Background: an optimization exercise with open tools, aiming at small area and a short achievable clock period. Do not read the settings as production practice. Function was checked by simulation only, so behaviour that the tests miss may differ from the original. The clock port is modelled as an ideal driver; clocking choices that lean on that would not hold on a real chip. Power and IR drop assume default switching activity.

## flow/design.v (module list and top-level ports; edited modules follow where they fit)
// module mul: 2177 lines
// module mul_pg: 4 lines
// module mul_g: 3 lines
// module mul_fa: 4 lines
module mul(clk,reset,opcode,go,
	   src_A,
	   src_B,
	   src_hilo,
	   rob_ptr_in,
	   gpr_prf_ptr_in,
	   hilo_prf_ptr_in,
	   y,complete,
	   rob_ptr_out,
	   gpr_prf_ptr_val_out,
	   gpr_prf_ptr_out,
	   hilo_prf_ptr_val_out,
	   hilo_prf_ptr_out);
  // ...
==> flow/flow/run.sh <==
#!/bin/bash
set -euo pipefail
bash standard.sh SETUP_SLACK_MARGIN=6.85 "BUFFER_PORTS_ARGS=-buffer_cell sky130_fd_sc_hd__buf_1" MATCH_CELL_FOOTPRINT=0 finish > make_finish.log 2>&1
==> flow/standard.sh <==
#!/bin/bash
# synth_recipe.tcl (not shown) runs the flow's synth.tcl, then flattens the netlist and writes it again
# the make line also repeats each setting of config.mk as NAME=value (left out here)
make -C /OpenROAD-flow-scripts/flow DESIGN_CONFIG=/design/flow/config.mk WORK_HOME=/design/flow/orfs CLKGATE_MAP_FILE= SYNTH_SCRIPT=/design/flow/synth_recipe.tcl "${@:-finish}"
==> flow/config.mk <==
export PLATFORM = sky130hd
export DESIGN_NAME = mul
export DESIGN_NICKNAME = mul
export VERILOG_FILES = /design/flow/design.v
export SDC_FILE = /design/flow/constraint.sdc
export NUM_CORES = 4
export LEC_CHECK = 0
export CAP_MARGIN = 20
export CORE_MARGIN = 2
export CORE_UTILIZATION = 50
export CTS_CLUSTER_DIAMETER = 100
export CTS_CLUSTER_SIZE = 20
export PLACE_DENSITY = 0.75
export SLEW_MARGIN = 20
export SYNTH_HIERARCHICAL = 1
export SYNTH_MINIMUM_KEEP_SIZE = 0
==> flow/constraint.sdc <==
create_clock -name core_clock -period 10.5 [get_ports {clk}]
set_input_delay 2.1000 -clock core_clock [delete_from_list [all_inputs] [get_ports {clk}]]
set_output_delay 2.1000 -clock core_clock [all_outputs]
set_load 0.01 [all_outputs]
==> impl_metrics.ini, run 1 <==
[final_layout]
layout-drive-gt1-share_pct = 5.52
inverters = 41
layout.cells.non_filler = 3974
largest_cell_class = multi-input combinational cells
multi_input_area_share_pct = 65.8
largest_register = r1_t
syn_to_final_growth_pct = 6.90
fillCellCount = 5952

[global_route]
antenna_found_initial = 1
grt_max_degree = 68
grt_pass1_vias = 26600
met2_usage_pct = 43.9

[drt]
vias = 25100
routed_via_density = 6.31
drt-met1-wl_mm = 37.7
dr_wl_met2_mm = 45.8
drt_first_pass_iters = 10

[worst_setup_path]
endpoint = r1_t[93]$_DFF_P_
crit_type = register to register
cp.depth = 8
cp_max_fo = 33
rr_worst_depth = 8

[clocking]
path_clk_slew_ns = 0.09
clock_latency_ns = 0.62
cts_tree = done
ctsHtreeMaxLevel = 1

[power]
p_int_mw = 6.56
p_seq_mw = 2.65

[sta]
fmax_mhz = 274
final-max-slew-violation-count = 0
max_slew_margin_pct = 45.2
clock-skew-final_ns = 0.0276
fin_crit_ns = 3.65

[min_path]
worstHoldStart = r0_h[1]$_DFF_P_

[die]
die_area_sq_um = 71600
die_w_um = 268
fp.coreArea_sq_um = 68700

[outcome]
status = finished clean

[placement]
place_ws_ns = 6.31
postPlaceCellArea_sq_um = 35800
==> inputs of run 2 (changes only) <==
==> flow/flow/run.sh (replaced) <==
#!/bin/bash
set -euo pipefail
bash standard.sh SETUP_SLACK_MARGIN=7.0 "BUFFER_PORTS_ARGS=-buffer_cell sky130_fd_sc_hd__buf_1" MATCH_CELL_FOOTPRINT=0 finish > make_finish.log 2>&1
==> impl_metrics.ini, run 2 <==
[clocking]
ctsHtreeMaxLevel = 1
clock-sinks = 433
cts_tree = done
clock_path_buffers = 3
postCtsHoldBufs = 0
numCtsBuffers = 28
path_clk_slew_ns = 0.09
clock_latency_ns = 0.63
cts_root_buf = clkbuf_16

[yosys]
synth_area_sq_um = 34800
syn-mean-instance-area_sq_um = 11.4
yosysWarnings = 7
synth_fp_nets = 3866
netlist_instances = 3052

[final_layout]
final_util_pct = 56.1
layout-drive-gt1-share_pct = 8.78
nets = 3905
largest_register = r1_t
mostFrequentLayoutCell = xnor2_1
reg_top3 = r1_t: 177 flops, r0_h: 64 flops, r2_y: 64 flops
syn_to_final_growth_pct = 11.0
largest_reg_flops = 177
mostFrequentLayoutCells = xnor2_1 (530), fa_1 (517), a22oi_1 (502)
diodes = 0
layout.cells.non_filler = 4028

[die]
design.portCount = 232
fp.dieH_um = 268
fp.coreArea_sq_um = 68700
die_w_um = 268
start_util_pct = 50.6
die_area_sq_um = 71600
row_count = 96

[drt]
drc = 0
routed_via_density = 6.40
drtIter0Drc = 3840
finalWirelength_mm = 110
detail-route-antenna-nets = 0
wl_per_cell_um = 27.4
vias = 25800
drt_first_pass_iters = 8

[worst_setup_path]
start_kind = register
crit_type = register to register
worstPathArrival_ns = 4.00
cp-end-kind = register
regToRegSetupSlack_ns = 7.01
critical_path_required_ns = 11.01
cp_max_fo = 17

[sta]
finalSetupViolCount = 0
fmax_mhz = 286
hold_viol = 0
max_slew.worst_pin.slew_ns = 0.784
max_slew_margin_pct = 47.8
clock-skew-final_ns = 0.0282
rsz0062_at_grt = true
final-max-slew-violation-count = 0
tns_ns = 0
fin_crit_ns = 3.49
post-route-period-util_pct = 33.3
whs_ns = 0.324

[placement]
dp_hpwl_mm = 64.5
dp_cells = 3928
gp_congestion = 0.877
numPortBuffers = 231

[global_route]
gr-usage-met1_pct = 37.2
busiest_layer = met2
grt_use_total_pct = 29.2
overflow = 0
grt_pass1_wl_mm = 159
met2_usage_pct = 45.1
grt_max_degree = 68
antenna_found_initial = 0
grt_pass1_vias = 26600
grt_use_met3_pct = 9.55

[power]
leakage_nw = 15.3
ir_worst_vdd_mv = 0.207
power_density_nw_per_um2 = 312

[min_path]
hold_class = register to register

[outcome]
status = finished clean

[job]
drv_cap = 0
-- run 2: final timing paths --
kind	startpoint	endpoint	cells past startpoint
setup reg to reg	r0_one[0]$_DFF_P_	r1_t[102]$_DFF_P_	8
hold reg to reg	r0_h[1]$_DFF_P_	r1_t[3]$_DFF_P_	0
setup / recovery	r0_one[0]$_DFF_P_	r1_t[102]$_DFF_P_	8
hold / removal	r0_h[1]$_DFF_P_	r1_t[3]$_DFF_P_	0
-- run 2: per-stage QoR --
| stage | cell area, sq um | total power [mW] | setup WS [ns] |
|---|---|---|---|
| 5_1_grt | 38600 | 13.1 | 6.95 |
| 3_5_place_dp | 35800 | 10.7 | 6.31 |
| 4_1_cts | 37300 | 11.9 | 6.94 |
| 6_report | 38600 | 12.0 | 7.01 |
| 3_3_place_gp | 35800 | 10.4 | 6.40 |
| 2_1_floorplan | 34800 | 8.28 | 7.04 |
-- run 2: layout make-up --
class | instances | area, sq um
clock buffer | 28 | 701
clock inverter | 8 | 98.8
fill | 5746 | 30100
inverter | 41 | 154
multi-input combinational | 2230 | 24600
sequential | 433 | 8860
tap | 931 | 1160
timing repair buffer | 357 | 2990
-- run 2: where the power goes --
group	internal (mW)	switching (mW)	leakage [nW]
Sequential	2.35	0.285	3.64
Combinational	3.82	4.48	11.2
Clock	0.492	0.610	0.392
Total	6.66	5.37	15.3
-- run 2: worst max-delay path: stages (launching register included) --
cell and delay (ns):
dfxtp_4 0.40, buf_12 0.17, o21ai_0 0.21, xor2_1 0.26, fa_1 0.46, fa_1 0.56
fa_1 0.43, fa_1 0.42, fa_1 0.44
-- run 2: routing by layer --
| metal | routed length [um] | vias up |
|---|---|---|
| met5 | 29 | - |
| met4 | 7360 | 2 |
| met3 | 16100 | 601 |
| met2 | 48000 | 2185 |
| met1 | 38700 | 12600 |
| li1 | - | 10400 |
-- run 2: what timing repair did --
item / CTS / global route
endpoints found under the setup margin: 57 / 35
buffers inserted: 14 / 30
pin swaps: 0 / 24
gates resized for setup: 111 / 150
gates cloned: 1 / 19
==> inputs of run 3 (changes only) <==
==> flow/flow/run.sh (replaced) <==
#!/bin/bash
set -euo pipefail
bash standard.sh SETUP_SLACK_MARGIN=6.85 "BUFFER_PORTS_ARGS=-buffer_cell sky130_fd_sc_hd__buf_1" finish > make_finish.log 2>&1
==> impl_metrics.ini, run 3 <==
[outcome]
status = finished clean

[sta]
clock-skew-final_ns = 0.0276
max_slew.worst_pin.slew_ns = 0.822
post-route-period-util_pct = 34.7
max_slew_margin_pct = 45.2
final-max-slew-violation-count = 0
hold_viol = 0
tns_ns = 0
fmax_mhz = 274
finalSetupViolCount = 0
fin_crit_ns = 3.65
rsz0062_at_grt = true

[global_route]
grt_pass1_vias = 26600
antenna_found_initial = 1
overflow = 0
grt_pass1_wl_mm = 156
grt_use_total_pct = 28.4
grt_max_degree = 68

[worst_setup_path]
regToRegSetupSlack_ns = 6.85
regToRegEndpoint = r1_t[93]$_DFF_P_
crit_type = register to register
cp-end-kind = register
startpoint = r0_a[30]$_DFF_P_
worstPathArrival_ns = 4.15
critical_path_required_ns = 11.01
reg2reg_from = r0_a[30]$_DFF_P_
rr_worst_depth = 8
cp_max_fo = 33
start_kind = register

[drt]
drc = 0
wl_per_cell_um = 25.9
drtIter0Drc = 3196
routed_via_density = 6.31
finalWirelength_mm = 103
drt_first_pass_iters = 10
detail-route-antenna-nets = 0
vias = 25100

[min_path]
hold_depth = 0
worstHoldStart = r0_h[1]$_DFF_P_
worstHoldEndpoint = r1_t[3]$_DFF_P_
hold_class = register to register

[clocking]
numCtsBuffers = 28
clock_latency_ns = 0.62
postCtsHoldBufs = 0
ctsHtreeMaxLevel = 1
path_clk_slew_ns = 0.09
clock-sinks = 433
cts_tree = done
cts_root_buf = clkbuf_16
clock_path_buffers = 3

[power]
switching_power_mw = 5.28
p_int_mw = 6.56
p_total_mw = 11.8
p_clk_share_pct = 9.3
leakage_nw = 14.7
ir_worst_vdd_mv = 0.205
comb_power_share_pct = 68.4
power_density_nw_per_um2 = 319
seqPwrFrac_pct = 22.3
swShare_pct = 44.6

[die]
row_count = 96
die_area_sq_um = 71600
design.portCount = 232
fp.coreArea_sq_um = 68700
die_w_um = 268
start_util_pct = 50.6
fp.dieH_um = 268

[yosys]
syn-mean-instance-area_sq_um = 11.4
netlist_instances = 3052
yosysWarnings = 7
synth_area_sq_um = 34800
synth_fp_nets = 3866

[final_layout]
fillCellCount = 5952
largest_reg_flops = 177
multi_input_area_sq_um = 24500
mostFrequentLayoutCell = xnor2_1
layout-drive-gt1-share_pct = 5.52
largest_register = r1_t
mostFrequentLayoutCells = xnor2_1 (531), fa_1 (529), a22oi_1 (512)
nets = 3851
regArea_sq_um = 8800
reg_top3 = r1_t: 177 flops, r0_h: 64 flops, r2_y: 64 flops
diodes = 0
syn_to_final_growth_pct = 6.90

[placement]
dp_hpwl_mm = 64.5
gp_congestion = 0.877
numPortBuffers = 231

[job]
drv_cap = 0
-- run 3: changes by cell type in the layout (fill, tap and decap cells not counted), sizes merged --
cell,delta
buf,-36
clkbuf,-18
-- run 3: per-layer routing --
layer  part of all wire, %  vias up  global-route usage (%)
met5                     0        -                       0
met4                   5.4        0                    12.3
met3                    13      435                    9.19
met2                    45     2005                    43.9
met1                    37    12400                    36.7
li1                      -    10300                       -
-- run 3: power by group through the flow --
stage | clock network [mW] | logic, mW | registers, mW
3_5_place_dp | 0 | 7.98 | 2.69
2_1_floorplan | 0 | 5.65 | 2.63
3_3_place_gp | 0 | 7.75 | 2.68
4_1_cts | 1.13 | 8.03 | 2.66
5_1_grt | 1.19 | 9.04 | 2.69
6_report | 1.10 | 8.10 | 2.65
-- run 3: worst max-delay path by stage --
stage	end
global placement	r0_neg[11]$_DFF_P_
CTS	r1_t[114]$_DFF_P_
detailed placement	r0_neg[14]$_DFF_P_
finish	r1_t[93]$_DFF_P_
global route	r1_t[99]$_DFF_P_
floorplan	r1_t[108]$_DFF_P_
-- run 3: cell type report --
type,count,area share [%]
clock buffer,28,1.89
multi-input combinational,2230,65.8
timing repair buffer,303,4.80
inverter,41,0.414
clock inverter,8,0.266
sequential,433,23.7
tap,931,3.13
-- run 3: timing repair --
item,4_1_cts,5_1_grt
gates resized for setup,37,63
buffers inserted,0,10
endpoints found under the setup margin,37,47
-- run 3: stage by stage --
stage          setup slack [ns]  instances  util, %  cell area [sq um]  hold WS, ns
6_report                   6.85       3974     54.1              37200        0.325
5_1_grt                    6.82       3974     54.1              37200        0.334
4_1_cts                    6.84       3964     53.5              36700        0.327
3_5_place_dp               6.31       3928     52.2              35800        0.312
3_3_place_gp               6.40       3928     52.2              35800        0.310
2_1_floorplan              7.04       3052        -              34800        0.310
-- run 3: worst max-delay path, cell delays in order (launching register included) --
cell and delay (ns):
dfxtp_1 0.34, buf_6 0.31, a22oi_1 0.16, xnor2_1 0.21, fa_1 0.47, fa_1 0.66
fa_1 0.47, fa_1 0.47, fa_1 0.44
==> inputs of run 4 (changes only) <==
==> flow/flow/run.sh (replaced) <==
#!/bin/bash
set -euo pipefail
export SKEW_BUF=sky130_fd_sc_hd__clkbuf_8
export SKEW_MAX=12
bash standard.sh SETUP_SLACK_MARGIN=7.0 "BUFFER_PORTS_ARGS=-buffer_cell sky130_fd_sc_hd__buf_1" \
  "POST_CTS_TCL=$PWD/flow/skew.tcl" MATCH_CELL_FOOTPRINT=0 finish > make_finish.log 2>&1
==> flow/flow/skew.tcl (new file) <==
# Run after clock tree synthesis (POST_CTS_TCL): give the stage-1 registers (r1_*) their
# clock through one more small buffer, at most SKEW_MAX registers per buffer, so they
# clock a little later than r0/r2. This moves slack from the r1 -> r2 paths to the
# r0 -> r1 paths. Only registers whose paths start and end at other registers are moved:
# r1_v, which reset feeds, keeps its clock.
set block [ord::get_db_block]
set dbu [$block getDbUnitsPerMicron]
set maxn $::env(SKEW_MAX)
array unset grp
foreach inst [$block getInsts] {
  set n [$inst getName]
  if {![string match {r1_*} $n] || [string match {r1_v*} $n]} { continue }
  set it [$inst findITerm CLK]
  if {$it == "NULL"} { continue }
  set net [$it getNet]
  if {$net == "NULL"} { continue }
  set loc [$inst getLocation]
  lappend grp([$net getName]) [list [lindex $loc 0] [lindex $loc 1] "$n/CLK"]
}
set i 0
foreach netname [lsort [array names grp]] {
  # sinks of this clock net sorted by x, cut into chunks of at most maxn
  set sinks [lsort -integer -index 0 $grp($netname)]
  set nchunks [expr {([llength $sinks] + $maxn - 1) / $maxn}]
  set per [expr {([llength $sinks] + $nchunks - 1) / $nchunks}]
  for {set c 0} {$c < [llength $sinks]} {incr c $per} {
    set chunk [lrange $sinks $c [expr {$c + $per - 1}]]
    set sx 0; set sy 0; set names {}
    foreach s $chunk {
      set sx [expr {$sx + [lindex $s 0]}]
      set sy [expr {$sy + [lindex $s 1]}]
      lappend names [lindex $s 2]
    }
    set x [expr {double($sx) / [llength $chunk] / $dbu}]
    set y [expr {double($sy) / [llength $chunk] / $dbu}]
    set pins {}
    foreach p [get_pins -of_objects [get_nets $netname]] {
      set it [sta::sta_to_db_pin $p]
      if {$it == "NULL"} { continue }
      if {[lsearch -exact $names "[[$it getInst] getName]/CLK"] >= 0} { lappend pins $p }
    }
    if {[llength $pins] != [llength $chunk]} { error "skew: lost pins on $netname" }
    set bsta [insert_buffer -buffer_cell $::env(SKEW_BUF) -net [get_nets $netname] -load_pins $pins \
      -location [list $x $y] -buffer_name skew_buf_$i -net_name skew_net_$i]
    set bi [sta::sta_to_db_inst $bsta]
    [[$bi findITerm X] getNet] setSigType CLOCK
    incr i
  }
}
puts "skew: inserted $i buffers for the r1 registers"
detailed_placement
check_placement -verbose
estimate_parasitics -placement
report_clock_skew
==> impl_metrics.ini, run 4 <==
[global_route]
gr-usage-met1_pct = 37.3
met2_usage_pct = 45.3
antenna_found_initial = 0
grt_pass1_vias = 26900
grt_pass1_wl_mm = 160
overflow = 0
grt_use_total_pct = 29.4
busiest_layer = met2
grt_use_met3_pct = 9.77
grt_max_degree = 68

[worst_setup_path]
cp_slowest_cell = fa_1
cp_top_family = adder cells
start_kind = register
cp_max_fo = 33
critical_path_required_ns = 11.13
path_buf_inv = 1
crit_type = register to register
cp_common_cell = fa_1
max_stage_delay_ns = 0.53
worstPathArrival_ns = 4.11
path_cells = buf_8 > a22oi_1 > xnor2_1 > fa_1 > fa_1 > fa_1 > fa_1 > fa_1
cp-end-kind = register

[final_layout]
mostFrequentLayoutCell = xnor2_1
mostFrequentLayoutCells = xnor2_1 (531), fa_1 (529), a22oi_1 (512)
reg_top3 = r1_t: 177 flops, r0_h: 64 flops, r2_y: 64 flops
layout-drive-gt1-share_pct = 6.85
fin_area_sq_um = 37800
largest_reg_flops = 177
final_util_pct = 55.0
syn_to_final_growth_pct = 8.73
layout.cells.non_filler = 4012
diodes = 0
largest_register = r1_t
nets = 3889

[sta]
post-route-period-util_pct = 33.2
tns_ns = 0
max_slew.worst_pin.slew_ns = 0.847
finalSetupViolCount = 0
hold_viol = 0
final-max-slew-violation-count = 0
max_slew_margin_pct = 43.5
clock-skew-final_ns = 0.190
fin_crit_ns = 3.48
fmax_mhz = 287
rsz0062_at_grt = true

[drt]
detail-route-antenna-nets = 0
routed_via_density = 6.30
drc = 0
drt_first_pass_iters = 9
vias = 25300
wl_per_cell_um = 26.2
drtIter0Drc = 3288
finalWirelength_mm = 105

[die]
start_util_pct = 50.6
row_count = 96
fp.dieH_um = 268
die_area_sq_um = 71600
die_w_um = 268
design.portCount = 232
fp.coreArea_sq_um = 68700

[clocking]
path_clk_slew_ns = 0.07
clock-sinks = 433
clock_latency_ns = 0.78
cts_tree = done

[yosys]
synth_fp_nets = 3866
syn-mean-instance-area_sq_um = 11.4
synth_area_sq_um = 34800
yosysWarnings = 7
netlist_instances = 3052

[job]
drv_cap = 0

[placement]
dp_cells = 3928
numPortBuffers = 231
dp_hpwl_mm = 64.5
postPlaceCellArea_sq_um = 35800
gp_congestion = 0.877

[power]
ir_worst_vdd_mv = 0.216
leakage_nw = 15.0
power_density_nw_per_um2 = 324

[outcome]
status = finished clean

[min_path]
hold_class = register to register
## run 4: per-stage QoR
| stage | setup WS [ns] | hold WS [ns] | total power [mW] |
|---|---|---|---|
| floorplan | 7.04 | 0.310 | 8.28 |
| global route | 6.99 | 0.176 | 13.4 |
| detailed placement | 6.31 | 0.312 | 10.7 |
| finish | 7.02 | 0.172 | 12.2 |
| global placement | 6.40 | 0.310 | 10.4 |
## run 4: cell type report, clock buffers not listed
type                       instances  area [sq um]
clock inverter                     8          98.8
sequential                       433          8800
inverter                          41           154
multi-input combinational       2230         24500
tap                              931          1160
fill                            5864         30900
timing repair buffer             313          2000
## run 4: routing by layer
layer / routed length (um) / up-vias / share of wire (%)
met1: 38200 / 12500 / 36
met5: 0 / - / 0
met4: 5670 / 0 / 5.4
li1: - / 10300 / -
met3: 14100 / 466 / 13
met2: 47100 / 2023 / 45
## run 4: report_power, final
group	total [mW]	switching [mW]	leakage [nW]	internal [mW]
clock	1.41	0.683	0.593	0.723
sequential	2.64	0.285	3.63	2.36
combinational	8.20	4.42	10.8	3.78
total	12.2	5.39	15.0	6.86
## run 4: worst paths after layout
| check | start | end | slack, ns | depth (start not counted) |
|---|---|---|---|---|
| worst max-delay path | r0_two[3]$_DFF_P_ | r1_t[87]$_DFF_P_ | 7.02 | 8 |
| worst min-delay path | r0_h[1]$_DFF_P_ | r1_t[3]$_DFF_P_ | 0.17 | 0 |
| worst max register to register | r0_two[3]$_DFF_P_ | r1_t[87]$_DFF_P_ | 7.02 | 8 |
| worst min register to register | r0_h[1]$_DFF_P_ | r1_t[3]$_DFF_P_ | 0.17 | 0 |
## run 4: worst register-to-register path, stage by stage, from the launching register on
cell and delay [ns]:
dfxtp_1 0.38, buf_8 0.29, a22oi_1 0.20, xnor2_1 0.24
fa_1 0.51, fa_1 0.53, fa_1 0.49, fa_1 0.42
fa_1 0.43
==> inputs of run 5 (changes only) <==
==> flow/flow/run.sh (replaced) <==
#!/bin/bash
set -euo pipefail
export SKEW_BUF=sky130_fd_sc_hd__clkbuf_4
export SKEW_MAX=6
bash standard.sh SETUP_SLACK_MARGIN=7.0 "BUFFER_PORTS_ARGS=-buffer_cell sky130_fd_sc_hd__buf_1" \
  "POST_CTS_TCL=$PWD/flow/skew.tcl" MATCH_CELL_FOOTPRINT=0 finish > make_finish.log 2>&1
==> impl_metrics.ini, run 5 <==
[outcome]
status = finished clean

[placement]
gp_congestion = 0.877
dp_hpwl_mm = 64.5
place_ws_ns = 6.31
dp_cells = 3928
numPortBuffers = 231

[yosys]
yosysWarnings = 7
synth_fp_nets = 3866
synth_area_sq_um = 34800
syn-mean-instance-area_sq_um = 11.4
netlist_instances = 3052

[drt]
drt_first_pass_iters = 9
wl_per_cell_um = 26.2
finalWirelength_mm = 105
routed_via_density = 6.31
vias = 25400
drtIter0Drc = 3281
drc = 0
detail-route-antenna-nets = 0

[global_route]
overflow = 0
grt_use_total_pct = 29.5
antenna_found_initial = 0
grt_pass1_vias = 27000
grt_pass1_wl_mm = 160
grt_max_degree = 68

[die]
design.portCount = 232
fp.dieH_um = 268
start_util_pct = 50.6
fp.coreArea_sq_um = 68700
die_area_sq_um = 71600
die_w_um = 268
row_count = 96

[power]
power_density_nw_per_um2 = 324
leakage_nw = 15.0
p_total_mw = 12.2
ir_worst_vdd_mv = 0.221

[sta]
post-route-period-util_pct = 33.3
fmax_mhz = 286
tns_ns = 0
final-max-slew-violation-count = 0
hold_viol = 0
finalWorstSetupSlack_ns = 7.00
fin_crit_ns = 3.50
max_slew.worst_pin.slew_ns = 0.824
finalSetupViolCount = 0
clock-skew-final_ns = 0.198
rsz0062_at_grt = false
max_slew_margin_pct = 45.0

[worst_setup_path]
cp-end-kind = register
worstPathArrival_ns = 4.10
regToRegSetupSlack_ns = 7.00
reg2reg_from = r0_a[11]$_DFF_P_
rr_worst_depth = 7
critical_path_required_ns = 11.10
start_kind = register
regToRegEndpoint = r1_t[99]$_DFF_P_
crit_type = register to register
cp_max_fo = 33

[final_layout]
largest_reg_flops = 177
nets = 3902
mostFrequentLayoutCells = xnor2_1 (531), fa_1 (529), a22oi_1 (512)
diodes = 0
multi_input_area_sq_um = 24500
largest_register = r1_t
layout-drive-gt1-share_pct = 7.24
reg_top3 = r1_t: 177 flops, r0_h: 64 flops, r2_y: 64 flops
syn_to_final_growth_pct = 8.39
mostFrequentLayoutCell = xnor2_1
layout.cells.non_filler = 4025
fillCellCount = 5893
regArea_sq_um = 8800

[min_path]
worstHoldEndpoint = r1_t[3]$_DFF_P_
hold_class = register to register
hold_depth = 0
worstHoldStart = r0_h[1]$_DFF_P_

[clocking]
clock-sinks = 433
clock_latency_ns = 0.79
cts_tree = done
path_clk_slew_ns = 0.07

[job]
drv_cap = 0
## run 5: critical path, cell delays in order (launching register included)
cell and delay [ns]:
dfxtp_4 0.73, a22oi_1 0.22, xnor2_1 0.18, fa_1 0.40, fa_1 0.47, fa_1 0.52, fa_1 0.49, fa_1 0.45
## run 5: power by group
group,switching (mW),internal (mW),leakage [nW]
Clock,0.684,0.671,0.585
Combinational,4.43,3.78,10.7
Sequential,0.286,2.35,3.63
## run 5: per-layer routing
metal | share of wire (%) | up-vias | GRT usage [%]
met4 | 5.9 | 0 | 14.1
met2 | 45 | 2008 | 45.7
li1 | - | 10400 | -
met3 | 13 | 507 | 9.64
met1 | 36 | 12500 | 37.2
met5 | 0 | - | 0
## run 5: layout make-up, clock buffers not listed
class	count	area share, %
flip-flops and latches	433	23.4
repair buffers	312	5.18
clock inverters	8	0.262
well taps	931	3.09
inverters	41	0.408
multi-input cells	2230	65.0
## run 5: metrics by stage
stage	hold WS, ns	area (sq um)	util, %
after global placement	0.310	35800	52.2
final	0.154	37700	54.8
after floorplan	0.310	34800	-
after detailed placement	0.312	35800	52.2
after global routing	0.157	37700	54.8
## run 5: worst max path at each step
stage / slack (ns) / from / depth (start not counted) / end
2_1_floorplan: 7.04 / r0_a[31]$_DFF_P_ / 9 / r1_t[108]$_DFF_P_
3_3_place_gp: 6.40 / opcode[5] / 5 / r0_neg[11]$_DFF_P_
3_5_place_dp: 6.31 / opcode[5] / 5 / r0_neg[14]$_DFF_P_
5_1_grt: 7.00 / r1_t[5]$_DFF_P_ / 12 / r2_y[63]$_DFF_P_
6_report: 7.00 / r0_a[11]$_DFF_P_ / 7 / r1_t[99]$_DFF_P_
==> inputs of run 6 (changes only) <==
==> flow/flow/run.sh (replaced) <==
#!/bin/bash
set -euo pipefail
export SKEW_BUF=sky130_fd_sc_hd__clkbuf_16
bash standard.sh SETUP_SLACK_MARGIN=6.85 "BUFFER_PORTS_ARGS=-buffer_cell sky130_fd_sc_hd__buf_1" \
  "POST_CTS_TCL=$PWD/flow/skew.tcl" finish > make_finish.log 2>&1
==> flow/flow/skew.tcl (replaced) <==
# Run after clock tree synthesis (POST_CTS_TCL): give the stage-1 registers (r1_*) their
# clock through one more small buffer per clock leaf, so they clock a little later than
# r0/r2. This moves slack from the r1 -> r2 paths to the r0 -> r1 paths. Only registers
# whose paths start and end at other registers are moved: r1_v, which reset feeds,
# keeps its clock.
set block [ord::get_db_block]
array unset grp
foreach inst [$block getInsts] {
  set n [$inst getName]
  if {![string match {r1_*} $n] || [string match {r1_v*} $n]} { continue }
  set it [$inst findITerm CLK]
  if {$it == "NULL"} { continue }
  set net [$it getNet]
  if {$net == "NULL"} { continue }
  lappend grp([$net getName]) $inst
}
set i 0
foreach netname [lsort [array names grp]] {
  set sx 0; set sy 0; set cnt 0
  foreach inst $grp($netname) {
    set loc [$inst getLocation]
    set sx [expr {$sx + [lindex $loc 0]}]
    set sy [expr {$sy + [lindex $loc 1]}]
    incr cnt
  }
  set dbu [$block getDbUnitsPerMicron]
  set x [expr {double($sx) / $cnt / $dbu}]
  set y [expr {double($sy) / $cnt / $dbu}]
  set pins {}
  foreach p [get_pins -of_objects [get_nets $netname]] {
    set pn [get_full_name $p]
    if {[string match {r1_*/CLK} $pn] && ![string match {r1_v*} $pn]} { lappend pins $p }
  }
  if {[llength $pins] == 0} { continue }
  set bsta [insert_buffer -buffer_cell $::env(SKEW_BUF) -net [get_nets $netname] -load_pins $pins \
    -location [list $x $y] -buffer_name skew_buf_$i -net_name skew_net_$i]
  set bi [sta::sta_to_db_inst $bsta]
  [[$bi findITerm X] getNet] setSigType CLOCK
  incr i
}
puts "skew: inserted $i buffers for the r1 registers"
detailed_placement
check_placement -verbose
estimate_parasitics -placement
report_clock_skew
==> impl_metrics.ini, run 6 <==
[drt]
top_layer = met4
dr_wl_met2_mm = 45.8
wl_per_cell_um = 25.7
drt_first_pass_iters = 8
drt-met1-wl_mm = 37.4
detail-route-antenna-nets = 0
dr_wl_met3_mm = 13.9
vias = 25000
drc = 0
drtIter0Drc = 3266
finalWirelength_mm = 102
routed_via_density = 6.27

[global_route]
grt_pass1_vias = 26800
grt_max_degree = 68
grt_use_total_pct = 28.7
grt_pass1_wl_mm = 157
antenna_found_initial = 1
overflow = 0

[placement]
numPortBuffers = 231
gp_congestion = 0.877
dp_hpwl_mm = 64.5
postPlaceCellArea_sq_um = 35800

[worst_setup_path]
reg2reg_from = r0_a[30]$_DFF_P_
crit_type = register to register
max_stage_delay_ns = 0.64
cp_max_fo = 33
cp_top_family = adder cells
start_kind = register
cp_slowest_cell = fa_1
path_buf_inv = 1
cp-end-kind = register
critical_path_required_ns = 11.14
startpoint = r0_a[30]$_DFF_P_
cp_common_cell = fa_1
path_cells = buf_4 > a22oi_1 > xnor2_1 > fa_1 > fa_1 > fa_1 > fa_1 > fa_1
worstPathArrival_ns = 4.25

[clocking]
path_clk_slew_ns = 0.08
clock-sinks = 433
clock_latency_ns = 0.76
cts_tree = done

[yosys]
synth_fp_nets = 3866
yosysWarnings = 7
syn-mean-instance-area_sq_um = 11.4
netlist_instances = 3052
synth_area_sq_um = 34800

[sta]
max_slew_margin_pct = 27.5
clock-skew-final_ns = 0.173
fmax_mhz = 277
final-max-slew-violation-count = 0
tns_ns = 0
max_slew.worst_pin.slew_ns = 1.09
fin_crit_ns = 3.61
rsz0062_at_grt = true
finalSetupViolCount = 0
hold_viol = 0
post-route-period-util_pct = 34.4
whs_ns = 0.166

[die]
fp.dieH_um = 268
start_util_pct = 50.6
die_w_um = 268
design.portCount = 232
die_area_sq_um = 71600
row_count = 96
fp.coreArea_sq_um = 68700

[final_layout]
syn_to_final_growth_pct = 7.57
reg_top3 = r1_t: 177 flops, r0_h: 64 flops, r2_y: 64 flops
nets = 3866
layout-drive-gt1-share_pct = 5.95
final_util_pct = 54.4
largest_register = r1_t
regArea_sq_um = 8800
fillCellCount = 5925
multi_input_area_sq_um = 24500
mostFrequentLayoutCells = xnor2_1 (531), fa_1 (529), a22oi_1 (512)
diodes = 0
largest_reg_flops = 177
mostFrequentLayoutCell = xnor2_1
fin_area_sq_um = 37400

[power]
p_int_mw = 6.95
power_density_nw_per_um2 = 329
p_total_mw = 12.3
seqPwrFrac_pct = 21.6
p_clk_share_pct = 13.0
switching_power_mw = 5.37
swShare_pct = 43.6
leakage_nw = 14.8
ir_worst_vdd_mv = 0.193
comb_power_share_pct = 65.4

[min_path]
worstHoldStart = r0_h[1]$_DFF_P_
hold_class = register to register

[job]
drv_cap = 0

[outcome]
status = finished clean
run 6: final timing paths:
kind / slack [ns] / depth (start not counted) / end
max: 6.89 / 8 / r1_t[93]$_DFF_P_
min: 0.17 / 0 / r1_t[3]$_DFF_P_
max reg2reg: 6.89 / 8 / r1_t[93]$_DFF_P_
min reg2reg: 0.17 / 0 / r1_t[3]$_DFF_P_
run 6: per-layer routing:
metal | vias to the layer above | GRT usage (%)
met2 | 1944 | 44.5
met5 | - | 0
li1 | 10300 | -
met3 | 428 | 9.10
met4 | 0 | 13.0
met1 | 12300 | 36.9
run 6: area by class of cell, clock buffers not listed:
cell class              count  area share (%)
flip-flops and latches    433            23.5
clock inverters             8           0.264
inverters                  41           0.412
well taps                 931            3.12
multi-input cells        2230            65.4
repair buffers            293            3.74
run 6: power by group through the flow:
stage          Combinational [mW]  Clock, mW  Sequential [mW]
2_1_floorplan                5.65          0             2.63
3_3_place_gp                 7.75          0             2.68
3_5_place_dp                 7.98          0             2.69
5_1_grt                      9.02       1.71             2.71
6_report                     8.06       1.60             2.66
run 6: stage by stage:
stage	worst slack, ns	cells
6_report	6.89	3989
5_1_grt	6.79	3989
3_5_place_dp	6.31	3928
3_3_place_gp	6.40	3928
2_1_floorplan	7.04	3052
==> inputs of run 7 (changes only) <==
==> flow/flow/run.sh (replaced) <==
#!/bin/bash
set -euo pipefail
export SKEW_BUF=sky130_fd_sc_hd__clkbuf_16
bash standard.sh SETUP_SLACK_MARGIN=7.15 "BUFFER_PORTS_ARGS=-buffer_cell sky130_fd_sc_hd__buf_1" \
  "POST_CTS_TCL=$PWD/flow/skew.tcl" MATCH_CELL_FOOTPRINT=0 finish > make_finish.log 2>&1
==> impl_metrics.ini, run 7 <==
[worst_setup_path]
critical_path_required_ns = 11.04
cp_slowest_cell = fa_1
worstPathArrival_ns = 3.96
max_stage_delay_ns = 0.64
cp_common_cell = a21o_1
crit_type = register to register
start_kind = register
path_cells = fa_1 > ha_4 > and2_1 > a21o_4 > a21o_1 > a21o_1 > a21o_1 > buf_12 > a21o_1 > a21o_1 > xor2_2 > xnor2_1
rr_worst_depth = 12
cp_max_fo = 6
cp-end-kind = register

[sta]
fmax_mhz = 292
max_slew.worst_pin.slew_ns = 0.704
hold_viol = 0
fin_crit_ns = 3.42
final-max-slew-violation-count = 0
finalWorstSetupSlack_ns = 7.08
tns_ns = 0
max_slew_margin_pct = 53.1
post-route-period-util_pct = 32.6
finalSetupViolCount = 0
clock-skew-final_ns = 0.192
whs_ns = 0.196
rsz0062_at_grt = true

[placement]
place_ws_ns = 6.38
dp_hpwl_mm = 65.2
gp_congestion = 0.895
numPortBuffers = 231

[power]
power_density_nw_per_um2 = 335
ir_worst_vdd_mv = 0.291
leakage_nw = 15.7

[drt]
wl_per_cell_um = 27.8
routed_via_density = 6.42
drtIter0Drc = 3807
finalWirelength_mm = 113
drt_first_pass_iters = 8
detail-route-antenna-nets = 0
vias = 26100
drc = 0

[die]
row_count = 96
fp.dieH_um = 268
design.portCount = 232
start_util_pct = 50.6
die_w_um = 268
fp.coreArea_sq_um = 68700
die_area_sq_um = 71600

[final_layout]
largest_reg_flops = 177
layout-drive-gt1-share_pct = 11.3
regArea_sq_um = 8870
mostFrequentLayoutCell = xnor2_1
multi_input_area_sq_um = 24900
fillCellCount = 5545
largest_register = r1_t
nets = 3942
syn_to_final_growth_pct = 14.2
reg_top3 = r1_t: 177 flops, r0_h: 64 flops, r2_y: 64 flops
mostFrequentLayoutCells = xnor2_1 (526), fa_1 (497), a22oi_1 (494)

[yosys]
yosysWarnings = 7
syn-mean-instance-area_sq_um = 11.4
netlist_instances = 3052
synth_area_sq_um = 34800
synth_fp_nets = 3866

[global_route]
grt_pass1_vias = 27000
grt_max_degree = 68
grt_use_total_pct = 30.6
overflow = 0
grt_pass1_wl_mm = 165
antenna_found_initial = 4

[outcome]
status = finished clean

[clocking]
clock_latency_ns = 0.78
path_clk_slew_ns = 0.08
cts_tree = done
clock-sinks = 433

[job]
drv_cap = 0

[min_path]
hold_class = register to register
hold_depth = 0
## run 7: critical path, delay by kind of cell, from the launching register on
family | cells | cell delay (ns)
DFF | 1 | 0.33
adders and majority gates | 2 | 0.88
and+or+nand+nor | 1 | 0.18
AOI/OAI and AO/OA | 6 | 1.23
xor gates and xnor gates | 2 | 0.38
buffers and inverters | 1 | 0.16
## run 7: layer usage
layer | wire, um | GRT usage [%] | vias up | share of wire (%)
li1 | - | - | 10400 | -
met1 | 40000 | 38.4 | 12800 | 35
met2 | 48700 | 46.0 | 2268 | 43
met3 | 16900 | 11.4 | 616 | 15
met4 | 7500 | 16.1 | 6 | 6.6
met5 | 38 | 0 | - | 0.034
## run 7: through the flow
step	power (mW)	util, %	instances	area (sq um)
after floorplan	8.28	-	3052	34800
after global placement	10.5	52.2	3928	35800
after detailed placement	10.7	52.2	3928	35800
after global routing	14.3	57.8	4066	39700
final	13.3	57.8	4067	39700
## run 7: power breakdown
group | switching (mW) | total [mW] | internal, mW
Sequential | 0.297 | 2.65 | 2.36
Clock | 0.709 | 1.59 | 0.882
Combinational | 4.82 | 9.04 | 4.22
Total | 5.83 | 13.3 | 7.46
## run 7: layout make-up, clock buffers not listed
| cell class | count | share of cell area (%) |
|---|---|---|
| multi-input combinational | 2230 | 62.6 |
| sequential | 433 | 22.3 |
| inverter | 41 | 0.388 |
| timing repair buffer | 370 | 8.20 |
| clock inverter | 9 | 0.249 |
| antenna | 1 | 0.00630 |
| tap | 931 | 2.93 |
## run 7: worst paths after layout
check,from,endpoint,slack (ns)
max,r1_t[58]$_DFF_P_,r2_y[63]$_DFF_P_,7.08
min,r0_gpr[4]$_DFF_P_,r1_gpr[4]$_DFF_P_,0.20
max reg2reg,r1_t[58]$_DFF_P_,r2_y[63]$_DFF_P_,7.08
min reg2reg,r0_gpr[4]$_DFF_P_,r1_gpr[4]$_DFF_P_,0.20
==> inputs of run 8 (changes only) <==
==> flow/flow/run.sh (replaced) <==
#!/bin/bash
set -euo pipefail
export SKEW_BUF=sky130_fd_sc_hd__clkbuf_16
bash standard.sh SETUP_SLACK_MARGIN=7.0 "BUFFER_PORTS_ARGS=-buffer_cell sky130_fd_sc_hd__buf_1" \
  "POST_CTS_TCL=$PWD/flow/skew.tcl" MATCH_CELL_FOOTPRINT=0 finish > make_finish.log 2>&1
==> impl_metrics.ini, run 8 <==
[yosys]
synth_fp_nets = 3866
syn-mean-instance-area_sq_um = 11.4
yosysWarnings = 7
netlist_instances = 3052
synth_area_sq_um = 34800

[worst_setup_path]
cp_slowest_cell = fa_1
path_buf_inv = 1
max_stage_delay_ns = 0.66
critical_path_required_ns = 11.14
start_kind = register
cp_common_cell = fa_1
cp_top_family = adder cells
path_cells = buf_8 > a22oi_1 > xnor2_1 > fa_1 > fa_1 > fa_1 > fa_1 > fa_1
cp-end-kind = register
cp_max_fo = 33
crit_type = register to register
worstPathArrival_ns = 4.12

[die]
die_area_sq_um = 71600
design.portCount = 232
fp.dieH_um = 268
die_w_um = 268
start_util_pct = 50.6
row_count = 96
fp.coreArea_sq_um = 68700

[final_layout]
layout-drive-gt1-share_pct = 6.85
mostFrequentLayoutCells = xnor2_1 (531), fa_1 (529), a22oi_1 (512)
reg_top3 = r1_t: 177 flops, r0_h: 64 flops, r2_y: 64 flops
diodes = 0
nets = 3890
largest_reg_flops = 177
final_util_pct = 55.5
layout.cells.non_filler = 4013
largest_register = r1_t
syn_to_final_growth_pct = 9.60
mostFrequentLayoutCell = xnor2_1
fin_area_sq_um = 38100

[clocking]
clock_latency_ns = 0.76
clock-sinks = 433
path_clk_slew_ns = 0.07
cts_tree = done

[power]
p_int_mw = 7.05
swShare_pct = 43.6
leakage_nw = 15.1
seqPwrFrac_pct = 21.1
switching_power_mw = 5.44
comb_power_share_pct = 66.0
power_density_nw_per_um2 = 328
ir_worst_vdd_mv = 0.202
p_clk_share_pct = 12.8

[placement]
dp_cells = 3928
gp_congestion = 0.877
dp_hpwl_mm = 64.5
numPortBuffers = 231
postPlaceCellArea_sq_um = 35800

[global_route]
grt_pass1_wl_mm = 161
grt_max_degree = 68
antenna_found_initial = 1
grt_use_total_pct = 29.5
grt_pass1_vias = 27000
overflow = 0

[drt]
drt_first_pass_iters = 10
detail-route-antenna-nets = 0
drtIter0Drc = 3432
drc = 0
routed_via_density = 6.34
vias = 25500
finalWirelength_mm = 106
wl_per_cell_um = 26.4

[sta]
fin_crit_ns = 3.48
fmax_mhz = 287
hold_viol = 0
rsz0062_at_grt = true
final-max-slew-violation-count = 0
max_slew_margin_pct = 45.9
whs_ns = 0.166
tns_ns = 0
post-route-period-util_pct = 33.1
finalSetupViolCount = 0
clock-skew-final_ns = 0.176
max_slew.worst_pin.slew_ns = 0.811

[outcome]
status = finished clean

[min_path]
hold_class = register to register

[job]
drv_cap = 0
[run 8: power by group through the flow]
stage	Combinational, mW	Sequential (mW)	Clock (mW)
final	8.25	2.64	1.60
after global routing	9.18	2.68	1.71
after detailed placement	7.98	2.69	0
after global placement	7.75	2.68	0
after floorplan	5.65	2.63	0
[run 8: cell type report, clock buffers not listed]
| class | instances | area [sq um] |
|---|---|---|
| clock inverter | 8 | 98.8 |
| inverter | 41 | 154 |
| tap | 931 | 1160 |
| timing repair buffer | 317 | 2070 |
| multi-input combinational | 2230 | 24500 |
| fill | 5833 | 30600 |
| sequential | 433 | 8800 |
[run 8: metal layers]
layer	track usage [%]	share of wire, %
met1	37.5	36
met2	45.3	45
met3	9.54	14
met4	14.7	5.9
met5	0	0
[run 8: through the flow]
stage	worst slack (ns)	power [mW]
detailed placement	6.31	10.7
floorplan	7.04	8.28
global placement	6.40	10.4
global route	6.98	13.6
finish	7.02	12.5
[run 8: final timing paths]
path / startpoint / endpoint / slack, ns / cells past startpoint
max: r0_two[0]$_DFF_P_ / r1_t[93]$_DFF_P_ / 7.02 / 8
min: r0_h[1]$_DFF_P_ / r1_t[3]$_DFF_P_ / 0.17 / 0
max reg2reg: r0_two[0]$_DFF_P_ / r1_t[93]$_DFF_P_ / 7.02 / 8
min reg2reg: r0_h[1]$_DFF_P_ / r1_t[3]$_DFF_P_ / 0.17 / 0

re-timing with driven ports:
In the flow no input, the clock included, has a driving cell. The finished layouts below were timed again as built, in two steps.
Step 1: set_driving_cell puts a clkbuf_16 on clk and a buf_2 on each other input, an assumption about the parent block.
Step 2 adds t to the input delays and takes it off the output delays; t is the mean of the earliest and latest rising clock arrival at the registers after step 1. Input paths then give back, and output paths get back, about the clock's delay inside the block.
a / b / c = ideal / step 1 / step 2; a / b = the first two.
run | shift t [ns] | setup WS [ns] | worst setup path after step 2
run 1 | 0.674 | 6.854 / 6.854 / 6.568 | input to register
run 2 | 0.684 | 7.008 / 7.008 / 6.535 | input to register
run 3 | 0.674 | 6.854 / 6.854 / 6.568 | input to register
run 4 | 0.748 | 7.019 / 7.019 / 6.489 | input to register
run 5 | 0.750 | 7.004 / 7.004 / 6.465 | input to register
run 6 | 0.737 | 6.886 / 6.886 / 6.491 | input to register
run 7 | 0.748 | 7.080 / 7.080 / 6.541 | input to register
run 8 | 0.740 | 7.020 / 7.020 / 6.488 | input to register
After both steps every run listed still meets setup and hold.
